Source: an optimization exercise on an open RTL-to-GDS flow (aim: small area, a short achievable clock period and few clock cycles). Production flows keep margins and buffers that such runs may drop. Where RTL was checked, it was by simulation tests only, not by an equivalence proof against the original. No functional check of the RTL was part of run 5. Power is estimated from default activity; no workload was simulated.

<file path="flow/config.mk">
export PLATFORM = sky130hd
export DESIGN_NAME = LBP
export DESIGN_NICKNAME = LBP
export VERILOG_FILES = /design/flow/design.v
export SDC_FILE = /design/flow/constraint.sdc
export NUM_CORES = 4
export LEC_CHECK = 0
export CAP_MARGIN = 20
export CORE_MARGIN = 2
export CORE_UTILIZATION = 60
export CTS_BUF_LIST = sky130_fd_sc_hd__clkbuf_4
export SETUP_SLACK_MARGIN = 3
export SLEW_MARGIN = 20
</file>
<file path="flow/constraint.sdc">
create_clock -name core_clock -period 5.0 [get_ports {clk}]
set_input_delay 1.0000 -clock core_clock [delete_from_list [all_inputs] [get_ports {clk}]]
set_output_delay 1.0000 -clock core_clock [all_outputs]
set_load 0.01 [all_outputs]
</file>
<file path="flow/design.v">
`timescale 1ns/10ps
module LBP(
	clk,
	reset,
	gray_addr,
	gray_req,
	gray_ready,
	gray_data,
	lbp_addr,
	lbp_valid,
	lbp_data,
	finish
);
input clk;
input reset;
input gray_ready;
input [7:0] gray_data;
output [13:0] gray_addr;
output reg gray_req;
output reg [13:0] lbp_addr;
output reg lbp_valid;
output reg [7:0] lbp_data;
output reg finish;
localparam S  = 8;         
localparam H  = S - 2;     
localparam IW = 3;         
reg [6:0] row;
reg [6:0] col;
reg [IW-1:0] ri;           
assign gray_addr = {row, col};
wire col_end = (ri == S-1);
wire last    = (col == 7'd127) & (row == 7'd127);    
always @(posedge clk) begin
	if (~gray_req) begin
		row <= 7'd0;
		col <= 7'd0;
		ri  <= {IW{1'b0}};
	end
	else begin
		ri <= ri + 1'b1;                                    
		if (col_end) begin
			col <= col + 7'd1;
			if (col == 7'd127) row <= row - 7'd1;           
			else               row <= row - (S - 1);       
		end
		else row <= row + 7'd1;
	end
end
reg [7:0] p [1:S+1];
integer k;
always @(posedge clk) begin
	p[1] <= gray_data;
	for (k = 2; k <= S + 1; k = k + 1) p[k] <= p[k-1];
end
function ge8;
	input [7:0] a;
	input [7:0] b;
	integer j;
	reg r;
	begin
		r = 1'b1;
		for (j = 0; j < 8; j = j + 1)
			r = (a[j] & ~b[j]) | (a[j] & r) | (~b[j] & r);
		ge8 = r;
	end
endfunction
wire [7:0] x = gray_data;
wire [7:0] c = p[S+1];
wire c_dr  = ge8(x,    c);     
wire c_r   = ge8(p[1], c);     
wire c_ur  = ge8(p[2], c);     
wire c_d   = ge8(p[S], c);     
wire x_ul  = ge8(c, x);        
wire r_l   = ge8(c, p[1]);     
wire ur_dl = ge8(c, p[2]);     
wire d_u   = ge8(c, p[S]);     
reg       q1;
reg [1:0] q2;
reg [2:0] qm [3:S];
reg [3:0] qs1;
always @(posedge clk) begin
	q1    <= x_ul;
	q2    <= {r_l, q1};
	qm[3] <= {ur_dl, q2};
	for (k = 4; k <= S; k = k + 1) qm[k] <= qm[k-1];
	qs1   <= {d_u, qm[S]};
end
wire [7:0] code = {c_dr, c_d, qs1[2], c_r, qs1[1], c_ur, qs1[3], qs1[0]};
always @(posedge clk) begin
	lbp_data <= code;
	lbp_addr <= {row - 7'd1, col - 7'd1};
end
always @(posedge clk or posedge reset) begin
	if (reset) begin
		lbp_valid <= 1'b0;
		finish    <= 1'b0;
		gray_req  <= 1'b0;
	end
	else begin
		gray_req  <= gray_ready;
		lbp_valid <= gray_req & ~finish & (ri >= 2) & (col >= 7'd2);
		if (gray_req & last) finish <= 1'b1;
	end
end
endmodule
</file>
<file path="flow/flow/run.sh">
#!/bin/bash
# Standard ORFS flow, with port buffers and timing repair free to use any
# buffer/gate size instead of only same-footprint swaps, and a clock tree
# built without dummy balancing loads.
set -euo pipefail
export CTS_ARGS="-sink_clustering_enable -repair_clock_nets -buf_list sky130_fd_sc_hd__clkbuf_4 -root_buf sky130_fd_sc_hd__clkbuf_16 -dont_use_dummy_load"
bash standard.sh MATCH_CELL_FOOTPRINT=0 "BUFFER_PORTS_ARGS=-buffer_cell sky130_fd_sc_hd__buf_1" finish > standard_flow.log 2>&1
</file>
<file path="flow/standard.sh">
#!/bin/bash
# synth_recipe.tcl (not shown) runs the flow's synth.tcl, then flattens the netlist and writes it again
# the make line also repeats each setting of config.mk as NAME=value (left out here)
make -C /OpenROAD-flow-scripts/flow DESIGN_CONFIG=/design/flow/config.mk WORK_HOME=/design/flow/orfs CLKGATE_MAP_FILE= SYNTH_SCRIPT=/design/flow/synth_recipe.tcl "${@:-finish}"
</file>
==> metrics.md, run 1 <==
| Metric | Value |
|---|---|
| Grt peak-use layer | met2 |
| Delay-heaviest family, CP | adder cells |
| Io pins | 50 |
| CP Capture Type | flop |
| Syn Inst Count | 377 |
| Arr. time, crit path | 2.24 ns |
| Max Cap Viol | 0 |
| Met3 usage | 6.741% |
| Slew at the pin closest to its max-slew limit | 0.4987 ns |
| Detailed Routing Iterations Pass 1 | 4 |
| Post-detail-place hpwl | 4733 µm |
| Total Wirelength | 6677 µm |
| CTS buffer count | 17 |
| Final Max Slew Viols | 0 |
| Net Count, Synth | 396 |
| Dpl ws | 2.684 ns |
| Setup crit start kind | input pin |
| Final GP Congestion | 0.8208 |
| CTS max path bufs | 2 |
| Reg2Reg Depth | 7 |
| Syn. warnings | 3 |
| Clk slew on worst S/H paths | 0.11 ns |
| Fin area | 4848 µm² |
| Async SR Flop Fraction | 2.158% |
| Hold_buf cts | 0 |
| Gr usage total | 18.20% |
| Power density cells | 378.0 nW/µm² |
| Worst Path Max Fanout | 4 |
| Vias/cell | 5.118 |
| Max Clock Skew | 0.04204 ns |
| Count of final hold-check violations | 0 |
| CP startpoint | gray_data[0] |
| Share of layout cells above drive strength 1 | 10.83% |
| Vias post-DR | 2728 |
| FILL cells | 579 |
| Initial DRC Count | 94 |
| Seq/Total Area, Yosys | 63.90% |
| Unique masters post-synth | 42 |
| Inst Count DP | 515 |
| Crit path cell chain | clkbuf_2 -> nor2b_1 -> maj3_2 -> a31o_1 -> maj3_2 -> a221oi_2 |
| Die Y | 89.42 µm |
| CTS tree | yes |
| Hold Path Stages | 0 |
| EDFF count, synth | 0 |
| Pin count of the biggest net entering global routing | 17 |
| Final Setup Violations | 0 |
| Clock latency (worst-skew pair) | 0.36 ns |
| NumNets Final | 455 |
| RSZ-0062 raised after global routing | yes |
| Synth Area per Inst | 11.61 µm² |
| Critical path buffers and inverters | 1 |
| Post-synthesis register bit count | 139 |
| GRT overflow | 0 |
| Placed cell area | 4653 µm² |
| Row cnt | 31 |
| # port buffers | 49 |
| Core box area | 7176 µm² |
| GRT met2 Usage | 30.51% |
| Post-DR wirelength/cell | 12.53 µm |
| Diodes inserted | 0 |
| Final WS setup | 3.001 ns |
| Status | timing/DRC/antenna clean |
| Global-route wire length before repair | 10900 µm |
| Setup TNS | 0 ns |
| Hold WC Path Type | flop to flop |
| Crit Path Class | input pin to flop |
| Max Clock Freq | 500.2 MHz |
| Post-route insts no fill | 533 |
| Most used DFF post-synth | dfxtp_1 |
| Peak VDD IR | 0.2363 mV |
| CTS H-tree depth | 4 |
| Fin crit period | 1.999 ns |
| Die Wd | 89.42 µm |
| Vias in the first global route | 2490 |
| FF-to-FF End | row[2] |
| Worst R2R Setup Slack | 3.16 ns |
| Met1 track demand over resource | 21.06% |
| Clock net sink count | 139 |
| Residual DRC | 0 |
| Core Util, Final | 67.57% |
| DRT antenna net count | 0 |
| Tcrit/Tclk final | 39.99% |
| Critical path's largest stage delay | 0.30 ns |
| Initial core utilization | 61.01% |
| WP data required | 5.24 ns |
| Slowest stage cell on the critical path | maj3_2 |
| R2r startpoint | ri[0] |
| Static Leak | 1.942 nW |
| Initial antenna violation count | 0 |
| Layout area overhead | 10.75% |
| Mapped Area | 4378 µm² |
| Slew Limit Headroom | 66.71% |
| Crit path capture | q1 |
| Root buffer cell | clkbuf_16 |
| CP dominant cell by count | maj3_2 |
| DIE AREA | 7996 µm² |
| Crit. path cell count | 6 |
-- final cells by class --
cell class | instances | area, µm² | area share, %
Timing Repair Buffer | 50 | 192.7 | 3.974
Tap cell | 99 | 123.9 | 2.555
Sequential cell | 139 | 2826 | 58.30
Clock buffer | 17 | 145.1 | 2.994
Multi-Input combinational cell | 208 | 1485 | 30.63
Inverter | 20 | 75.07 | 1.548
-- state kept, by name, indices dropped and copies added, names as in the netlist --
| name | cells |
|---|---|
| q2 | 2 |
| lbp_valid | 1 |
| col | 7 |
| qs1 | 4 |
| gray_req | 1 |
| qm | 18 |
| p | 72 |
| lbp_addr | 14 |
| finish | 1 |
| lbp_data | 8 |
| q1 | 1 |
| ri | 3 |
| row | 7 |
-- routing by layer --
layer | routed length [µm] | vias to the layer above
met5 | 0 | -
met4 | 51 | 0
met3 | 306 | 4
met2 | 3375 | 71
met1 | 2943 | 1257
li1 | - | 1396
-- synthesized netlist by cell type (3+ instances only) --
library cell    n  area (µm²)
a21oi_1         4       20.02
a211oi_1        8       60.06
mux2i_1         5       50.05
maj3_2          8       90.09
xnor2_1         5       43.79
inv_1          20       75.07
nor4_1          5       31.28
nand4_1         3       18.77
clkbuf_1        8       30.03
dfxtp_1       136        2723
a21boi_0        4       30.03
maj3_1         12       120.1
o21ai_0        11       55.05
or2b_1          7       52.55
o221ai_1        3       26.28
a221oi_2        3       45.04
xor2_1         13       113.9
nor2b_1        14       87.58
o21a_1          4       30.03
nand2_1        18       67.56
dfrtp_1         3       75.07
nand2b_1       15       93.84
a31oi_1         3       18.77
nor2_1         19       71.32
ha_1            8       100.1
nor3_1         15       75.07
-- stage by stage --
step	power, W	hold slack [ns]
floorplan	0.001329	0.3096
global placement	0.001369	0.3098
detailed placement	0.001373	0.3121
CTS	0.001857	0.3118
global route	0.001926	0.3021
finish	0.001833	0.3109
-- worst reg2reg max path: stages (launching register included) --
cell,delay (ns)
dfxtp_1,0.36
ha_1,0.16
ha_2,0.33
inv_1,0.14
nor3_2,0.27
mux2i_1,0.25
xor2_1,0.17
nor2_1,0.05
-- cell usage in the layout (no fill, tap or decap), types with 3 or more instances in the layout --
cell      Yosys  layout
or2b_1        7       7
a21oi_1       4       4
nor2_1       19      19
clkbuf_4      0      16
nand2b_1     15      15
a31oi_1       3       3
mux2i_1       5       5
nor4_1        5       5
o21a_1        4       4
inv_1        20      20
dfxtp_4       0       5
nor3_1       15      14
a21boi_0      4       4
buf_1         0      48
dfxtp_1     136     124
dfxtp_2       0       7
xor2_1       13      13
ha_1          8       7
nand2_1      18      18
maj3_2        8       8
a221oi_2      3       3
o21ai_0      11      11
maj3_1       12      12
nand4_1       3       3
nor2b_1      14      13
a211oi_1      8       7
o221ai_1      3       3
xnor2_1       5       5
-- how the worst min path moves through the flow --
stage / from / end / slack, ns
finish: qm[7][2] / qm[8][2] / 0.31
global route: qm[7][2] / qm[8][2] / 0.30
CTS: qm[7][2] / qm[8][2] / 0.31
detailed placement: qs1[1] / lbp_data[3] / 0.31
global placement: qs1[0] / lbp_data[0] / 0.31
floorplan: qs1[0] / lbp_data[0] / 0.31
-- logic make-up (layout without fill, tap and decap cells) --
family	Yosys count	in the layout	share of synthesized area [%]
flops	139	139	63.90
fa+ha+maj	28	28	7.088
xor+xnor	18	18	3.601
mux	5	5	1.143
buf+inv	30	87	2.629
compound gates	54	54	9.260
simple gates	103	103	12.37
-- report_power, final --
part / total [W] / leakage, nW / switching [W] / internal, W
Combinational: 0.000127 / 0.671 / 0.0000701 / 0.0000570
Clock: 0.000488 / 0.0859 / 0.000302 / 0.000186
Sequential: 0.00122 / 1.19 / 0.0000331 / 0.00118
-- timing repair --
action,CTS,global route
setup endpoints to repair,11,12
cloned,0,0
pin swaps,0,2
resized for setup,11,11
buffers inserted,0,1
Testbench counts, summed over its fixed seeds: cycles 64,518.
==> run 2: changes to the inputs <==
--- a/flow/config.mk
+++ b/flow/config.mk
@@ -9,4 +9,5 @@
 export CORE_MARGIN = 2
-export CORE_UTILIZATION = 60
+export CORE_UTILIZATION = 65
 export CTS_BUF_LIST = sky130_fd_sc_hd__clkbuf_4
+export PLACE_DENSITY = 0.85
 export SETUP_SLACK_MARGIN = 3
==> run 2 against run 1 <==
  * Still clean
  * Setup slack gained 0.046 ns
  * Utilization grew 7.8 points
  * Register-to-register slack gained 0.03 ns
  * Combinational power grew 3%
  * Synthesized cell count is the same
  * Routed wire length grew 11%
  * Critical endpoint unchanged
  * Highest routed layer unchanged
==> metrics.md, run 2 <==
| Metric | Value |
|---|---|
| Unique masters post-synth | 42 (unchanged) |
| CTS max path bufs | 2 (unchanged) |
| Most frequent cell after synthesis | dfxtp_1 |
| Final Max Slew Viols | 0 (unchanged) |
| Post-DR wirelength/cell | 14.45 µm (+15%) |
| Pin count of the biggest net entering global routing | 17 (unchanged) |
| Registers with the most flip-flops | p (72), qm (18), lbp_addr (14) |
| Setup crit start kind | input pin |
| Status | timing/DRC/antenna clean |
| Global-route wire length before repair | 12450 µm (+14%) |
| Post-synth top area share | 62.19% (unchanged) |
| DRT antenna net count | 0 (unchanged) |
| Clk slew on worst S/H paths | 0.11 ns (about the same) |
| Syn. warnings | 3 (unchanged) |
| Hold WC Path Type | flop to flop |
| GRT overflow | 0 (unchanged) |
| Row cnt | 29 (-6.5%) |
| Area leader, netlist | dfxtp_1 |
| CP Capture Type | flop |
| Top post-synthesis cells by area | dfxtp_1 (62%), maj3_1 (2.7%), xor2_1 (2.6%) |
| Post-detail-place hpwl | 5073 µm (+7.2%) |
| Net Count, Synth | 396 (unchanged) |
| Tcrit/Tclk final | 39.06% (-0.93 points) |
| Residual DRC | 0 (unchanged) |
| Power density cells | 380.0 nW/µm² (+0.53%) |
| Clock net sink count | 139 (unchanged) |
| Most used DFF post-synth | dfxtp_1 |
| Mapped Area | 4378 µm² (unchanged) |
| Vias post-DR | 2789 (+2.2%) |
| Worst Path Max Fanout | 3 (-1) |
| R2r startpoint | ri[0] |
| Hold Crit Start | qs1[0] |
| Initial core utilization | 68.17% (+7.2 points) |
| Peak VDD IR | 0.2927 mV (+24%) |
| Crit path capture | q1 |
| Async SR Flop Fraction | 2.158% (unchanged) |
| Commonest non-fill, non-tap cell in the layout | dfxtp_1 |
| CTS buffer count | 17 (unchanged) |
| Slew at the pin closest to its max-slew limit | 0.4966 ns (-0.002127 ns) |
| FF-to-FF End | row[2] |
| Simple-Gate Fraction of Synth Area | 12.37% (unchanged) |
| Final Setup Violations | 0 (unchanged) |
| Gr usage total | 21.87% (+3.7 points) |
| Arr. time, crit path | 2.22 ns (-0.02 ns) |
| Root buffer cell | clkbuf_16 |
| NumNets Final | 457 (+0.44%) |
| Largest Register | p |
| Xor/xnor share of the synthesized area | 3.601% (unchanged) |
| Final GP Congestion | 0.7995 (-2.6%) |
| Setup TNS | 0 ns (unchanged) |
| Vias/cell | 5.437 (+6.2%) |
| Synth cell count leaders | dfxtp_1 (136), inv_1 (20), nor2_1 (19) |
| Fin crit period | 1.953 ns (-0.04634 ns) |
| Vias in the first global route | 2817 (+13%) |
| Dpl ws | 2.698 ns (+0.01377 ns) |
| Layout area overhead | 10.55% |
| Die Y | 86.07 µm (-3.7%) |
| RSZ-0062 raised after global routing | yes |
| CTS H-tree depth | 4 (unchanged) |
| Io pins | 50 (unchanged) |
| Initial antenna violation count | 0 (unchanged) |
| Max Clock Skew | 0.03616 ns (-0.005884 ns) |
| EDFF count, synth | 0 (unchanged) |
| Max Cap Viol | 0 (unchanged) |
| Count of final hold-check violations | 0 (unchanged) |
| Die Wd | 86.07 µm (-3.7%) |
| Share of layout cells above drive strength 1 | 11.01% (+0.18 points) |
| Max Clock Freq | 512.0 MHz (+2.4%) |
| Final WS setup | 3.047 ns (+0.04634 ns) |
| CTS tree | yes |
| Commonest cells after routing, fill and taps aside | dfxtp_1 (124), buf_1 (49), inv_1 (20) |
| WP data required | 5.26 ns (+0.02 ns) |
| Seq/Total Area, Yosys | 63.90% (unchanged) |
| Post-synthesis register bit count | 139 (unchanged) |
| Max reg flops | 72 (unchanged) |
| DIE AREA | 7408 µm² (-7.4%) |
| Syn Inst Count | 377 (unchanged) |
| Synth Area per Inst | 11.61 µm² (unchanged) |
| Reg2Reg Depth | 7 (unchanged) |
| Compound-Gate Fraction of Synth Area | 9.260% (unchanged) |
| Core box area | 6422 µm² (-10%) |
| Total Wirelength | 7412 µm (+11%) |
| Slew Limit Headroom | 66.86% (+0.14 points) |
| Largest family of logic cells by synthesized area | simple AND/OR/NAND/NOR gates |
| Clock latency (worst-skew pair) | 0.36 ns (about the same) |
| Detailed Routing Iterations Pass 1 | 4 (unchanged) |
| Crit Path Class | input pin to flop |
| Synth Area in Adders | 7.088% (unchanged) |
| Worst R2R Setup Slack | 3.19 ns (+0.03 ns) |
| Initial DRC Count | 61 (-35%) |
| CP startpoint | gray_data[2] |
| Post-synthesis mux area share | 1.143% (unchanged) |
| # port buffers | 49 (unchanged) |
| Static Leak | 1.948 nW (+0.30%) |
| Diodes inserted | 0 (unchanged) |
[run 2: changes by cell type in the layout (fill, tap and decap cells not counted), sizes merged]
cell    delta
clkbuf     -1
buf        +3
[run 2: layer usage]
layer / GRT usage [%] / part of all wire [%] / up-vias
met2: 38.83 / 51 / 80
li1: - / - / 1397
met5: 0 / 0 / -
met1: 23.95 / 42 / 1297
met3: 7.315 / 5.0 / 15
met4: 8.658 / 1.8 / 0
[run 2: final cells by class]
cell class,instances,area (µm²)
inverter,20,75.07
sequential,139,2821
multi-input combinational,208,1495
clock buffer,17,145.1
timing repair buffer,52,206.4
fill,445,1583
tap,77,96.34
[run 2: kinds of logic after synthesis]
group / Yosys count
compound gates: 54
xor+xnor: 18
fa+ha+maj: 28
buf+inv: 30
flops: 139
mux: 5
simple gates: 103
[run 2: what timing repair did]
action / 4_1_cts / 5_1_grt
pin swaps: 0 / 1
resized for setup: 10 / 10
cloned: 0 / 0
setup buffers: 0 / 3
hold buffers: 0 / 0
endpoints found under the setup margin: 10 / 13
[run 2: worst min path at each step]
stage / to / slack, ns / cells after the start
after floorplan: lbp_data[0] / 0.31 / 0
after global placement: p[6][7] / 0.31 / 0
after detailed placement: p[7][2] / 0.31 / 0
after CTS: lbp_data[0] / 0.30 / 0
after global routing: qs1[2] / 0.30 / 0
final: lbp_data[0] / 0.30 / 0
[run 2: per-stage QoR]
stage | util (%) | hold slack, ns | instances | instance area, µm² | power (W)
final | 75.36 | 0.3032 | 513 | 4840 | 0.001839
after CTS | 74.50 | 0.3034 | 510 | 4785 | 0.001855
after global placement | 72.02 | 0.3097 | 493 | 4626 | 0.001366
after global routing | 75.36 | 0.3025 | 513 | 4840 | 0.001927
after floorplan | - | 0.3096 | 377 | 4385 | 0.001329
after detailed placement | 72.02 | 0.3121 | 493 | 4626 | 0.001376
[run 2: worst max-delay path, stage by stage]
cell and delay, ns:
buf_1 0.09, nor2b_4 0.14, maj3_2 0.29, a31o_1 0.19, maj3_2 0.30, a221oi_2 0.21
[run 2: where the power goes]
part           switching (W)  leakage, nW  internal [W]
clock network       0.000302       0.0859      0.000186
logic              0.0000733        0.677     0.0000577
registers          0.0000348         1.18       0.00119
==> run 3: changes to the inputs <==
--- a/flow/config.mk
+++ b/flow/config.mk
@@ -11,3 +11,3 @@
 export CTS_BUF_LIST = sky130_fd_sc_hd__clkbuf_4
-export PLACE_DENSITY = 0.85
+export PLACE_DENSITY = 0.5
 export SETUP_SLACK_MARGIN = 3
==> run 3 against run 2 <==
  * Die area is the same
  * Clock skew is 0.0025 ns higher
  * Clock-buffer cell count unchanged
  * Setup slack better by 0.010 ns
  * Hold slack better by 0.010 ns
  * Global-route usage down 1.7 points
  * Sequential power is essentially flat
  * Flip-flop and latch count did not move
  * Critical endpoint unchanged
==> metrics.md, run 3 <==
| Metric | Value |
|---|---|
| Status | timing/DRC/antenna clean |
| Synth Area per Inst | 11.61 µm² (unchanged) |
| Hold_ws | 0.3133 ns (+0.01013 ns) |
| Initial antenna violation count | 0 (unchanged) |
| CTS buffer count | 17 (unchanged) |
| Post-DR wirelength/cell | 13.20 µm (-8.7%) |
| Fin area | 4815 µm² (-0.52%) |
| CP Capture Type | flop |
| Clock net sink count | 139 (unchanged) |
| Worst Path Max Fanout | 3 (unchanged) |
| Layout area overhead | 9.974% |
| CP dominant cell by count | maj3_2 |
| Critical path's largest stage delay | 0.30 ns (about the same) |
| CP startpoint | gray_data[2] |
| RSZ-0062 raised after global routing | no |
| Initial DRC Count | 93 (+52%) |
| Io pins | 50 (unchanged) |
| Crit path cell chain | buf_1 -> nor2b_4 -> maj3_2 -> a31o_1 -> maj3_2 -> a221oi_2 |
| Crit path capture | q1 |
| Fraction of power spent switching nets | 22.14% (-0.15 points) |
| Count of final hold-check violations | 0 (unchanged) |
| Max Clock Skew | 0.03867 ns (+0.002508 ns) |
| Syn. warnings | 3 (unchanged) |
| Post-synthesis register bit count | 139 (unchanged) |
| P_sw | 0.0004062 W (-0.92%) |
| Final Max Slew Viols | 0 (unchanged) |
| Global-route wire length before repair | 11380 µm (-8.6%) |
| Row cnt | 29 (unchanged) |
| R2r startpoint | ri[1] |
| Top post-synthesis cells by area | dfxtp_1 (62%), maj3_1 (2.7%), xor2_1 (2.6%) |
| NumNets Final | 455 (-0.44%) |
| Most used DFF post-synth | dfxtp_1 |
| Fin crit period | 1.943 ns (-0.01023 ns) |
| Max Cap Viol | 0 (unchanged) |
| Footprint of the multi-input gates | 1485 µm² (-0.67%) |
| # port buffers | 49 (unchanged) |
| Residual DRC | 0 (unchanged) |
| Largest Register | p |
| Placed cell area | 4626 µm² (unchanged) |
| GRT overflow | 0 (unchanged) |
| Die Y | 86.07 µm (unchanged) |
| Most frequent cell after synthesis | dfxtp_1 |
| Unique masters post-synth | 42 (unchanged) |
| Synth cell count leaders | dfxtp_1 (136), inv_1 (20), nor2_1 (19) |
| Setup crit start kind | input pin |
| Total Wirelength | 6743 µm (-9.0%) |
| EDFF count, synth | 0 (unchanged) |
| Share of layout cells above drive strength 1 | 10.60% (-0.41 points) |
| Pin count of the biggest net entering global routing | 17 (unchanged) |
| Pint | 0.001428 W (about the same) |
| Max Clock Freq | 514.7 MHz (+0.53%) |
| Tcrit/Tclk final | 38.86% (-0.20 points) |
| Area leader, netlist | dfxtp_1 |
| Slew at the pin closest to its max-slew limit | 0.4994 ns (+0.002739 ns) |
| Root buffer cell | clkbuf_16 |
| CTS tree | yes |
| FF-to-FF End | row[2] |
| CTS H-tree depth | 4 (unchanged) |
| Combinational power share | 7.0% (about the same) |
| Slew Limit Headroom | 66.67% (-0.18 points) |
| Post-synth top area share | 62.19% (unchanged) |
| Crit Path Class | input pin to flop |
| WP data required | 5.26 ns (about the same) |
| Seq/Total Area, Yosys | 63.90% (unchanged) |
| Max reg flops | 72 (unchanged) |
| Final Setup Violations | 0 (unchanged) |
| Diodes inserted | 0 (unchanged) |
| Core box area | 6422 µm² (unchanged) |
| Net Count, Synth | 396 (unchanged) |
| Vias in the first global route | 2592 (-8.0%) |
| Commonest non-fill, non-tap cell in the layout | dfxtp_1 |
| Clock latency (worst-skew pair) | 0.36 ns (about the same) |
| Vias post-DR | 2771 (-0.65%) |
| Worst R2R Setup Slack | 3.13 ns (-0.06 ns) |
| Hold_buf cts | 0 (unchanged) |
| Power density cells | 381.0 nW/µm² (+0.26%) |
| FILL cells | 475 (+6.7%) |
| Syn Inst Count | 377 (unchanged) |
| Async SR Flop Fraction | 2.158% (unchanged) |
| Registers with the most flip-flops | p (72), qm (18), lbp_addr (14) |
| Die Wd | 86.07 µm (unchanged) |
| Slowest stage cell on the critical path | maj3_2 |
| Reg2Reg Depth | 7 (unchanged) |
| DIE AREA | 7408 µm² (unchanged) |
| Hold WC Path Type | flop to flop |
| Final GP Congestion | 0.8252 (+3.2%) |
| Gr usage total | 20.22% (-1.7 points) |
| CTS max path bufs | 2 (unchanged) |
| Initial core utilization | 68.17% (unchanged) |
| Detailed Routing Iterations Pass 1 | 4 (unchanged) |
| Mapped Area | 4378 µm² (unchanged) |
| Setup TNS | 0 ns (unchanged) |
| Clk slew on worst S/H paths | 0.12 ns (about the same) |
| Commonest cells after routing, fill and taps aside | dfxtp_1 (124), buf_1 (49), inv_1 (20) |
| DRT antenna net count | 0 (unchanged) |
| Post-detail-place hpwl | 4751 µm (-6.3%) |
| Reg power frac | 66.5% (about the same) |
| Peak VDD IR | 0.3180 mV (+8.7%) |
| Static Leak | 1.939 nW (-0.48%) |
| Reg area | 2821 µm² (unchanged) |
| Vias/cell | 5.423 (-0.26%) |
| Arr. time, crit path | 2.20 ns (-0.02 ns) |
| Clock share of power | 26.5% (about the same) |
run 3: cell count changes in the layout (fill, tap and decap cells not counted):
cell and delta:
ha_2 +1, buf_4 -2, ha_4 -1
run 3: final cells by class:
class / instances / share of cell area, %
clock buffer: 17 / 3.015
timing repair buffer: 50 / 3.976
sequential: 139 / 58.60
tap: 77 / 2.001
multi-input combinational: 208 / 30.85
inverter: 20 / 1.559
run 3: routing by layer:
| layer | up-vias | global-route usage (%) | routed length [µm] |
|---|---|---|---|
| met5 | - | 0 | 0 |
| met4 | 0 | 10.10 | 104 |
| met3 | 12 | 6.449 | 350 |
| met2 | 86 | 34.88 | 3387 |
| met1 | 1274 | 22.33 | 2900 |
| li1 | 1399 | - | - |
run 3: per-stage QoR:
stage / utilization, % / setup slack (ns) / power, W / cells
finish: 74.97 / 3.057 / 0.001834 / 511
detailed placement: 72.02 / 2.713 / 0.001375 / 493
floorplan: - / 2.866 / 0.001329 / 377
CTS: 74.48 / 3.001 / 0.001852 / 510
global placement: 72.02 / 2.723 / 0.001368 / 493
global route: 74.97 / 3.000 / 0.001923 / 511
run 3: logic make-up after synthesis:
group | synth area share [%]
AND/OR/NAND/NOR | 12.37
flip-flops | 63.90
XOR/XNOR | 3.601
buffers and inverters | 2.629
multiplexers | 1.143
adder cells (fa/ha/maj) | 7.088
AO/OA/AOI/OAI | 9.260
run 3: worst min path at each step:
stage	depth (start not counted)	slack, ns	end	from
after CTS	0	0.31	p[4][7]	p[3][7]
final	0	0.31	p[4][7]	p[3][7]
after detailed placement	0	0.31	qm[4][0]	qm[3][0]
after global placement	0	0.31	lbp_data[0]	qs1[0]
after floorplan	0	0.31	lbp_data[0]	qs1[0]
after global routing	0	0.30	p[4][7]	p[3][7]
run 3: timing repair:
| action | in CTS | in global routing |
|---|---|---|
| setup endpoints to repair | 9 | 11 |
| resized for setup | 9 | 10 |
| buffers inserted | 0 | 1 |
| hold endpoints to repair | 0 | 0 |
run 3: power groups by stage:
stage	sequential, W	combinational, W	clock, W
2_1_floorplan	0.00125	0.0000822	0
3_3_place_gp	0.00124	0.000124	0
3_5_place_dp	0.00125	0.000127	0
4_1_cts	0.00122	0.000128	0.000502
5_1_grt	0.00123	0.000145	0.000550
6_report	0.00122	0.000128	0.000486
run 3: critical path: cells and delay by family:
kind	cells	cell delay, ns
AND/OR/NAND/NOR	1	0.14
AO/OA/AOI/OAI	2	0.37
adder cells (fa/ha/maj)	2	0.59
buffers and inverters	1	0.09
==> run 4: changes to the inputs <==
--- a/flow/config.mk
+++ b/flow/config.mk
@@ -11,3 +11,2 @@
 export CTS_BUF_LIST = sky130_fd_sc_hd__clkbuf_4
-export PLACE_DENSITY = 0.5
 export SETUP_SLACK_MARGIN = 3
==> run 4 against run 3 <==
  * Clock skew unchanged
  * Sequential power about the same
  * Power unchanged
==> metrics.md, run 4 <==
| Metric | Value |
|---|---|
| Clock share of power | 26.5% (about the same) |
| Delay-heaviest family, CP | adder cells |
| Synth Area per Inst | 11.61 µm² (unchanged) |
| Commonest non-fill, non-tap cell in the layout | dfxtp_1 |
| Max Clock Skew | 0.03867 ns (unchanged) |
| Registers with the most flip-flops | p (72), qm (18), lbp_addr (14) |
| Max Clock Freq | 514.7 MHz (unchanged) |
| DIE AREA | 7408 µm² (unchanged) |
| CTS H-tree depth | 4 (unchanged) |
| Crit Path Class | input pin to flop |
| Clock net sink count | 139 (unchanged) |
| Placed cell area | 4626 µm² (unchanged) |
| Root buffer cell | clkbuf_16 |
| CP Capture Type | flop |
| Detailed Routing Iterations Pass 1 | 4 (unchanged) |
| Setup crit start kind | input pin |
| Clock latency (worst-skew pair) | 0.36 ns (about the same) |
| Post-route total power | 0.001834 W (unchanged) |
| Diodes inserted | 0 (unchanged) |
| WP data required | 5.26 ns (about the same) |
| Async SR Flop Fraction | 2.158% (unchanged) |
| Static Leak | 1.939 nW (unchanged) |
| Seq/Total Area, Yosys | 63.90% (unchanged) |
| Slowest stage cell on the critical path | maj3_2 |
| Fin area | 4815 µm² (unchanged) |
| Worst Path Max Fanout | 3 (unchanged) |
| Arr. time, crit path | 2.20 ns (about the same) |
| Die Wd | 86.07 µm (unchanged) |
| Core box area | 6422 µm² (unchanged) |
| Gr usage total | 20.22% (unchanged) |
| Vias in the first global route | 2592 (unchanged) |
| Met1 track demand over resource | 22.33% (unchanged) |
| Initial antenna violation count | 0 (unchanged) |
| Layout area overhead | 9.974% (unchanged) |
| Crit path cell chain | buf_1 -> nor2b_4 -> maj3_2 -> a31o_1 -> maj3_2 -> a221oi_2 |
| Row cnt | 29 (unchanged) |
| Critical path buffers and inverters | 1 (unchanged) |
| EDFF count, synth | 0 (unchanged) |
| Post-synthesis register bit count | 139 (unchanged) |
| Final WS setup | 3.057 ns (unchanged) |
| Power density cells | 381.0 nW/µm² (unchanged) |
| Combinational power share | 7.0% (about the same) |
| Hold_ws | 0.3133 ns (unchanged) |
| Mapped Area | 4378 µm² (unchanged) |
| Count of final hold-check violations | 0 (unchanged) |
| Tcrit/Tclk final | 38.86% (unchanged) |
| Fraction of power spent switching nets | 22.14% (unchanged) |
| Die Y | 86.07 µm (unchanged) |
| Global-route wire length before repair | 11380 µm (unchanged) |
| Reg power frac | 66.5% (about the same) |
| Met3 usage | 6.449% (unchanged) |
| Max Cap Viol | 0 (unchanged) |
| Hold_buf cts | 0 (unchanged) |
| Syn Inst Count | 377 (unchanged) |
| GRT overflow | 0 (unchanged) |
| Fin crit period | 1.943 ns (unchanged) |
| Vias post-DR | 2771 (unchanged) |
| Most frequent cell after synthesis | dfxtp_1 |
| Max reg flops | 72 (unchanged) |
| Syn. warnings | 3 (unchanged) |
| Grt peak-use layer | met2 |
| Total Wirelength | 6743 µm (unchanged) |
| P_sw | 0.0004062 W (unchanged) |
| Clk slew on worst S/H paths | 0.12 ns (about the same) |
| Residual DRC | 0 (unchanged) |
| # port buffers | 49 (unchanged) |
| Final Max Slew Viols | 0 (unchanged) |
| Largest Register | p |
| Net Count, Synth | 396 (unchanged) |
| Most used DFF post-synth | dfxtp_1 |
| Io pins | 50 (unchanged) |
| Post-DR wirelength/cell | 13.20 µm (unchanged) |
| Final GP Congestion | 0.8252 (unchanged) |
| DRT antenna net count | 0 (unchanged) |
| CTS tree | yes |
| Unique masters post-synth | 42 (unchanged) |
| Critical path's largest stage delay | 0.30 ns (about the same) |
| Hold WC Path Type | flop to flop |
| NumNets Final | 455 (unchanged) |
| Post-detail-place hpwl | 4751 µm (unchanged) |
| Slew at the pin closest to its max-slew limit | 0.4994 ns (unchanged) |
| Dpl ws | 2.713 ns (unchanged) |
| CP dominant cell by count | maj3_2 |
| GRT met2 Usage | 34.88% (unchanged) |
| Peak VDD IR | 0.3180 mV (unchanged) |
| Pin count of the biggest net entering global routing | 17 (unchanged) |
| Post-synth top area share | 62.19% (unchanged) |
| Initial DRC Count | 93 (unchanged) |
| Top post-synthesis cells by area | dfxtp_1 (62%), maj3_1 (2.7%), xor2_1 (2.6%) |
| RSZ-0062 raised after global routing | no |
| Area leader, netlist | dfxtp_1 |
| Slew Limit Headroom | 66.67% (unchanged) |
| Final Setup Violations | 0 (unchanged) |
| Vias/cell | 5.423 (unchanged) |
| Synth cell count leaders | dfxtp_1 (136), inv_1 (20), nor2_1 (19) |
| Initial core utilization | 68.17% (unchanged) |
| Status | timing/DRC/antenna clean |
| CTS buffer count | 17 (unchanged) |
| CTS max path bufs | 2 (unchanged) |
| Commonest cells after routing, fill and taps aside | dfxtp_1 (124), buf_1 (49), inv_1 (20) |
| Pint | 0.001428 W (unchanged) |
| Setup TNS | 0 ns (unchanged) |
| Share of layout cells above drive strength 1 | 10.60% (unchanged) |
==> run 4: cell counts after synthesis <==
Identical to the previous run, type by type.
==> run 4: final cells by class <==
cell class              count  area (µm²)
clock buffers              17       145.1
flip-flops and latches    139        2821
inverters                  20       75.07
multi-input cells         208        1485
fillers                   475        1608
well taps                  77       96.34
repair buffers             50       191.4
==> run 4: what timing repair did <==
action,CTS,global route
gates resized for setup,9,10
setup buffers,0,1
gates cloned,0,0
hold endpoints to repair,0,0
endpoints found under the setup margin,9,11
==> run 4: metal layers <==
metal | part of all wire (%) | vias up
li1 | - | 1399
met5 | 0 | -
met4 | 1.5 | 0
met3 | 5.2 | 12
met2 | 50 | 86
met1 | 43 | 1274
==> run 4: worst reg2reg max path, cell delays in order, from the launching register on <==
cell	delay (ns)
dfxtp_1	0.36
ha_1	0.16
ha_2	0.33
inv_1	0.14
nor3_2	0.28
mux2i_1	0.25
xor2_1	0.18
nor2_1	0.05
==> run 4: logic make-up (layout without fill, tap and decap cells) <==
kind of cell | Yosys count | in the layout | share of synthesized area (%)
DFF | 139 | 139 | 63.90
buffers and inverters | 30 | 87 | 2.629
muxes | 5 | 5 | 1.143
and+or+nand+nor | 103 | 103 | 12.37
adders and majority gates | 28 | 28 | 7.088
xor gates and xnor gates | 18 | 18 | 3.601
AOI/OAI and AO/OA | 54 | 54 | 9.260
==> run 4: final timing paths <==
kind / endpoint / slack [ns] / depth (start not counted) / startpoint
setup / recovery: q1 / 3.06 / 6 / gray_data[2]
hold / removal: p[4][7] / 0.31 / 0 / p[3][7]
setup reg to reg: row[2] / 3.13 / 7 / ri[1]
hold reg to reg: p[4][7] / 0.31 / 0 / p[3][7]
max in group asynchronous: gray_req / 4.37 / 2 / reset
min in group asynchronous: lbp_valid / 0.49 / 2 / reset
==> run 4: power by group through the flow <==
stage               clock, W  sequential, W  combinational, W
floorplan                  0        0.00125         0.0000822
global placement           0        0.00124          0.000124
detailed placement         0        0.00125          0.000127
CTS                 0.000502        0.00122          0.000128
global route        0.000550        0.00123          0.000145
finish              0.000486        0.00122          0.000128
==> run 4: through the flow <==
step	instances	util, %
floorplan	377	-
global placement	493	72.02
detailed placement	493	72.02
CTS	510	74.48
global route	511	74.97
finish	511	74.97
==> run 5: changes to the inputs <==
--- a/flow/design.v
+++ b/flow/design.v
@@ -33,3 +33,3 @@
 always @(posedge clk) begin
-	if (~gray_req) begin
+	if (~gray_ready) begin
 		row <= 7'd0;
@@ -96,8 +96,10 @@
 		finish    <= 1'b0;
-		gray_req  <= 1'b0;
+		gray_req  <= 1'b1;
 	end
 	else begin
-		gray_req  <= gray_ready;
-		lbp_valid <= gray_req & ~finish & (ri >= 2) & (col >= 7'd2);
-		if (gray_req & last) finish <= 1'b1;
+		lbp_valid <= gray_ready & ~finish & (ri >= 2) & (col >= 7'd2);
+		if (gray_ready & last) begin
+			finish   <= 1'b1;
+			gray_req <= 1'b0;
+		end
 	end
==> flow/flow/run.sh (replaced) <==
#!/bin/bash
# Standard ORFS flow, with port buffers and timing repair free to use any
# buffer/gate size instead of only same-footprint swaps.
set -euo pipefail
bash standard.sh MATCH_CELL_FOOTPRINT=0 "BUFFER_PORTS_ARGS=-buffer_cell sky130_fd_sc_hd__buf_1" finish > standard_flow.log 2>&1
--- a/flow/config.mk
+++ b/flow/config.mk
@@ -10,3 +10,3 @@
 export CORE_UTILIZATION = 65
-export CTS_BUF_LIST = sky130_fd_sc_hd__clkbuf_4
+export CTS_BUF_LIST = sky130_fd_sc_hd__clkbuf_8
 export SETUP_SLACK_MARGIN = 3
==> run 5 against run 4 <==
  * Die area shrank 0.14%
  * Global-route usage increased by 0.73 points
  * Sequential power about the same
  * Highest routed layer unchanged
  * Critical endpoint is now gray_req
  * Critical path depth fell by 5
  * Final cell count increased by 5.1%
  * Setup slack worse by 0.13 ns
==> metrics.md, run 5 <==
| Metric | Value |
|---|---|
| Post-synthesis mux area share | 0.6869% (-0.46 points) |
| Async SR Flop Fraction | 2.158% (unchanged) |
| Commonest non-fill, non-tap cell in the layout | dfxtp_1 |
| Crit path cell chain | buf_6 |
| Xor/xnor share of the synthesized area | 3.807% (+0.21 points) |
| Fin area | 5174 µm² (+7.5%) |
| Area leader, netlist | dfxtp_1 |
| Registers with the most flip-flops | p (72), qm (18), lbp_addr (14) |
| Placed cell area | 4618 µm² (-0.16%) |
| Peak VDD IR | 0.3148 mV (-1.0%) |
| Layout area overhead | 18.35% |
| Synth Area per Inst | 11.60 µm² (-0.14%) |
| Final GP Congestion | 0.7922 (-4.0%) |
| Die Wd | 86.01 µm (about the same) |
| Delay-heaviest family, CP | flip-flops |
| Vias post-DR | 2815 (+1.6%) |
| Residual DRC | 0 (unchanged) |
| Clock net sink count | 139 (unchanged) |
| Synth Area in Adders | 6.812% (-0.28 points) |
| Clock latency (worst-skew pair) | 0.43 ns (+0.07 ns) |
| Pin count of the biggest net entering global routing | 18 (+1) |
| CTS buffer count | 17 (unchanged) |
| Post-synth top area share | 62.28% (+0.089 points) |
| Max Clock Freq | 481.3 MHz (-6.5%) |
| Die Y | 86.01 µm (about the same) |
| Setup TNS | 0 ns (unchanged) |
| Critical path's largest stage delay | 0.55 ns (+0.25 ns) |
| Static Leak | 2.145 nW (+11%) |
| # port buffers | 49 (unchanged) |
| Final Setup Violations | 0 (unchanged) |
| EDFF count, synth | 0 (unchanged) |
| Post-detail-place hpwl | 4757 µm (+0.13%) |
| Largest family of logic cells by synthesized area | simple AND/OR/NAND/NOR gates |
| RSZ-0062 raised after global routing | yes |
| Gr usage total | 20.95% (+0.73 points) |
| Top post-synthesis cells by area | dfxtp_1 (62%), maj3_1 (2.7%), xor2_1 (2.2%) |
| Compound-Gate Fraction of Synth Area | 9.015% (-0.24 points) |
| Initial core utilization | 68.07% (-0.097 points) |
| Clk slew on worst S/H paths | 0.08 ns (-0.04 ns) |
| Status | timing/DRC/antenna clean |
| CTS H-tree depth | 4 (unchanged) |
| Initial DRC Count | 106 (+14%) |
| Synth cell count leaders | dfxtp_1 (136), nor2_1 (20), inv_1 (18), nand2_1 (18) |
| CTS max path bufs | 2 (unchanged) |
| Slew at the pin closest to its max-slew limit | 0.4793 ns (-0.02004 ns) |
| Core box area | 6422 µm² (unchanged) |
| CP Capture Type | output port |
| Most frequent cell after synthesis | dfxtp_1 |
| Max Clock Skew | 0.009019 ns (-0.02965 ns) |
| Vias/cell | 5.242 (-3.3%) |
| NumNets Final | 465 (+2.2%) |
| Commonest cells after routing, fill and taps aside | dfxtp_1 (122), buf_1 (35), nor2_1 (20) |
| Detailed Routing Iterations Pass 1 | 4 (unchanged) |
| Slew Limit Headroom | 67.75% (+1.1 points) |
| Post-DR wirelength/cell | 13.39 µm (+1.5%) |
| Arr. time, crit path | 1.08 ns (-1.12 ns) |
| Vias in the first global route | 2695 (+4.0%) |
| Power density cells | 423.9 nW/µm² (+11%) |
| Global-route wire length before repair | 11860 µm (+4.2%) |
| Largest Register | p |
| Share of layout cells above drive strength 1 | 19.13% (+8.5 points) |
| Most used DFF post-synth | dfxtp_1 |
| WP data required | 4.00 ns (-1.26 ns) |
| Post-synthesis register bit count | 139 (unchanged) |
| Crit Path Class | flop to output port |
| Worst Path Max Fanout | 2 (-1) |
| Critical path buffers and inverters | 1 (unchanged) |
| Dpl ws | 2.701 ns (-0.01276 ns) |
| Slowest stage cell on the critical path | dfstp_2 |
| Simple-Gate Fraction of Synth Area | 13.17% (+0.79 points) |
| Fin crit period | 2.078 ns (+0.1347 ns) |
| DRT antenna net count | 0 (unchanged) |
| Syn. warnings | 3 (unchanged) |
| Root buffer cell | clkbuf_8 |
| Syn Inst Count | 377 (unchanged) |
| Io pins | 50 (unchanged) |
| Count of final hold-check violations | 0 (unchanged) |
| Mapped Area | 4372 µm² (-0.14%) |
| Hold_buf cts | 0 (unchanged) |
| Hold WC Path Type | flop to flop |
| Initial antenna violation count | 0 (unchanged) |
| GRT overflow | 0 (unchanged) |
| Diodes inserted | 0 (unchanged) |
| Max reg flops | 72 (unchanged) |
| Row cnt | 29 (unchanged) |
| DIE AREA | 7398 µm² (-0.14%) |
| Seq/Total Area, Yosys | 64.02% (+0.12 points) |
| CTS tree | yes |
| Total Wirelength | 7191 µm (+6.6%) |
| Final WS setup | 2.922 ns (-0.1347 ns) |
| Max Cap Viol | 0 (unchanged) |
| Tcrit/Tclk final | 41.55% (+2.7 points) |
| Net Count, Synth | 395 (-0.25%) |
| Final Max Slew Viols | 0 (unchanged) |
| Setup crit start kind | flop |
| Unique masters post-synth | 44 (+4.8%) |
==> run 5: kinds of logic after synthesis <==
logic type               Yosys count
multiplexers                       3
flip-flops                       139
AO/OA/AOI/OAI                     53
XOR/XNOR                          19
adder cells (fa/ha/maj)           27
AND/OR/NAND/NOR                  107
buffers and inverters             29
==> run 5: repair_timing <==
action | CTS | global route
endpoints found under the hold margin | 0 | 0
setup endpoints to repair | 15 | 16
gates resized for setup | 35 | 8
buffers inserted | 3 | 10
==> run 5: final timing paths <==
| kind | start | end | slack, ns | depth (start not counted) |
|---|---|---|---|---|
| max | gray_req | gray_req | 2.92 | 1 |
| min | p[5][1] | p[6][1] | 0.32 | 0 |
| max reg2reg | col[1] | row[3] | 3.13 | 7 |
| min reg2reg | p[5][1] | p[6][1] | 0.32 | 0 |
| max in group asynchronous | reset | gray_req | 4.41 | 2 |
| min in group asynchronous | reset | finish | 0.39 | 2 |
==> run 5: layout make-up <==
class,instances,area (µm²)
clock buffer,18,247.7
clock inverter,14,136.4
fill,386,1249
inverter,18,67.56
multi-input combinational,209,1474
sequential,139,2846
tap,77,96.34
timing repair buffer,62,305.3
==> run 5: power breakdown <==
group          internal [W]  switching [W]
clock network      0.000416       0.000438
registers           0.00118      0.0000316
logic             0.0000567      0.0000696
==> run 5: per-stage QoR <==
step | utilization, % | hold slack (ns) | cells | total power [W]
3_3_place_gp | 71.91 | 0.3095 | 492 | 0.001362
6_report | 80.56 | 0.3224 | 537 | 0.002193
5_1_grt | 80.56 | 0.3300 | 537 | 0.002282
4_1_cts | 79.15 | 0.3249 | 527 | 0.002209
3_5_place_dp | 71.91 | 0.3121 | 492 | 0.001368
2_1_floorplan | - | 0.3096 | 377 | 0.001325
==> run 5: layer usage <==
layer	vias up	wire length, µm	global-route usage (%)
met2	56	3579	35.94
met3	14	274	6.930
met5	-	0	0
met1	1303	3226	23.44
li1	1442	-	-
met4	0	111	9.812

## port drivers added, routing unchanged
How much do the figures lean on ideal ports? The routed layouts below were timed once more, with nothing changed but the port constraints. Step 1 assumes that a clkbuf_16 drives the clock port and a buf_2 every other input. Step 2 times the ports against the registers' clock, not the clock port: input delays grow and output delays shrink by t, the midpoint of the rising clock arrivals with the driver on. a / b / c = no drivers / after step 1 / after step 2; a / b = the first two.
run	t, ns	slack for setup (ns)	worst setup path after step 2	clock arrival spread, ns	pins driven straight from the clock port
run 1	0.371	3.001 / 3.013 / 2.642	input to register	0.043 / 0.043	1
run 2	0.378	3.047 / 3.020 / 2.686	input to register	0.036 / 0.037	1
run 3	0.374	3.057 / 3.032 / 2.692	input to register	0.044 / 0.044	1
run 4	0.374	3.057 / 3.032 / 2.692	input to register	0.044 / 0.044	1
run 5	0.455	2.922 / 2.894 / 2.690	input to register	0.011 / 0.011	1
After both steps setup and hold are still met in every run listed.
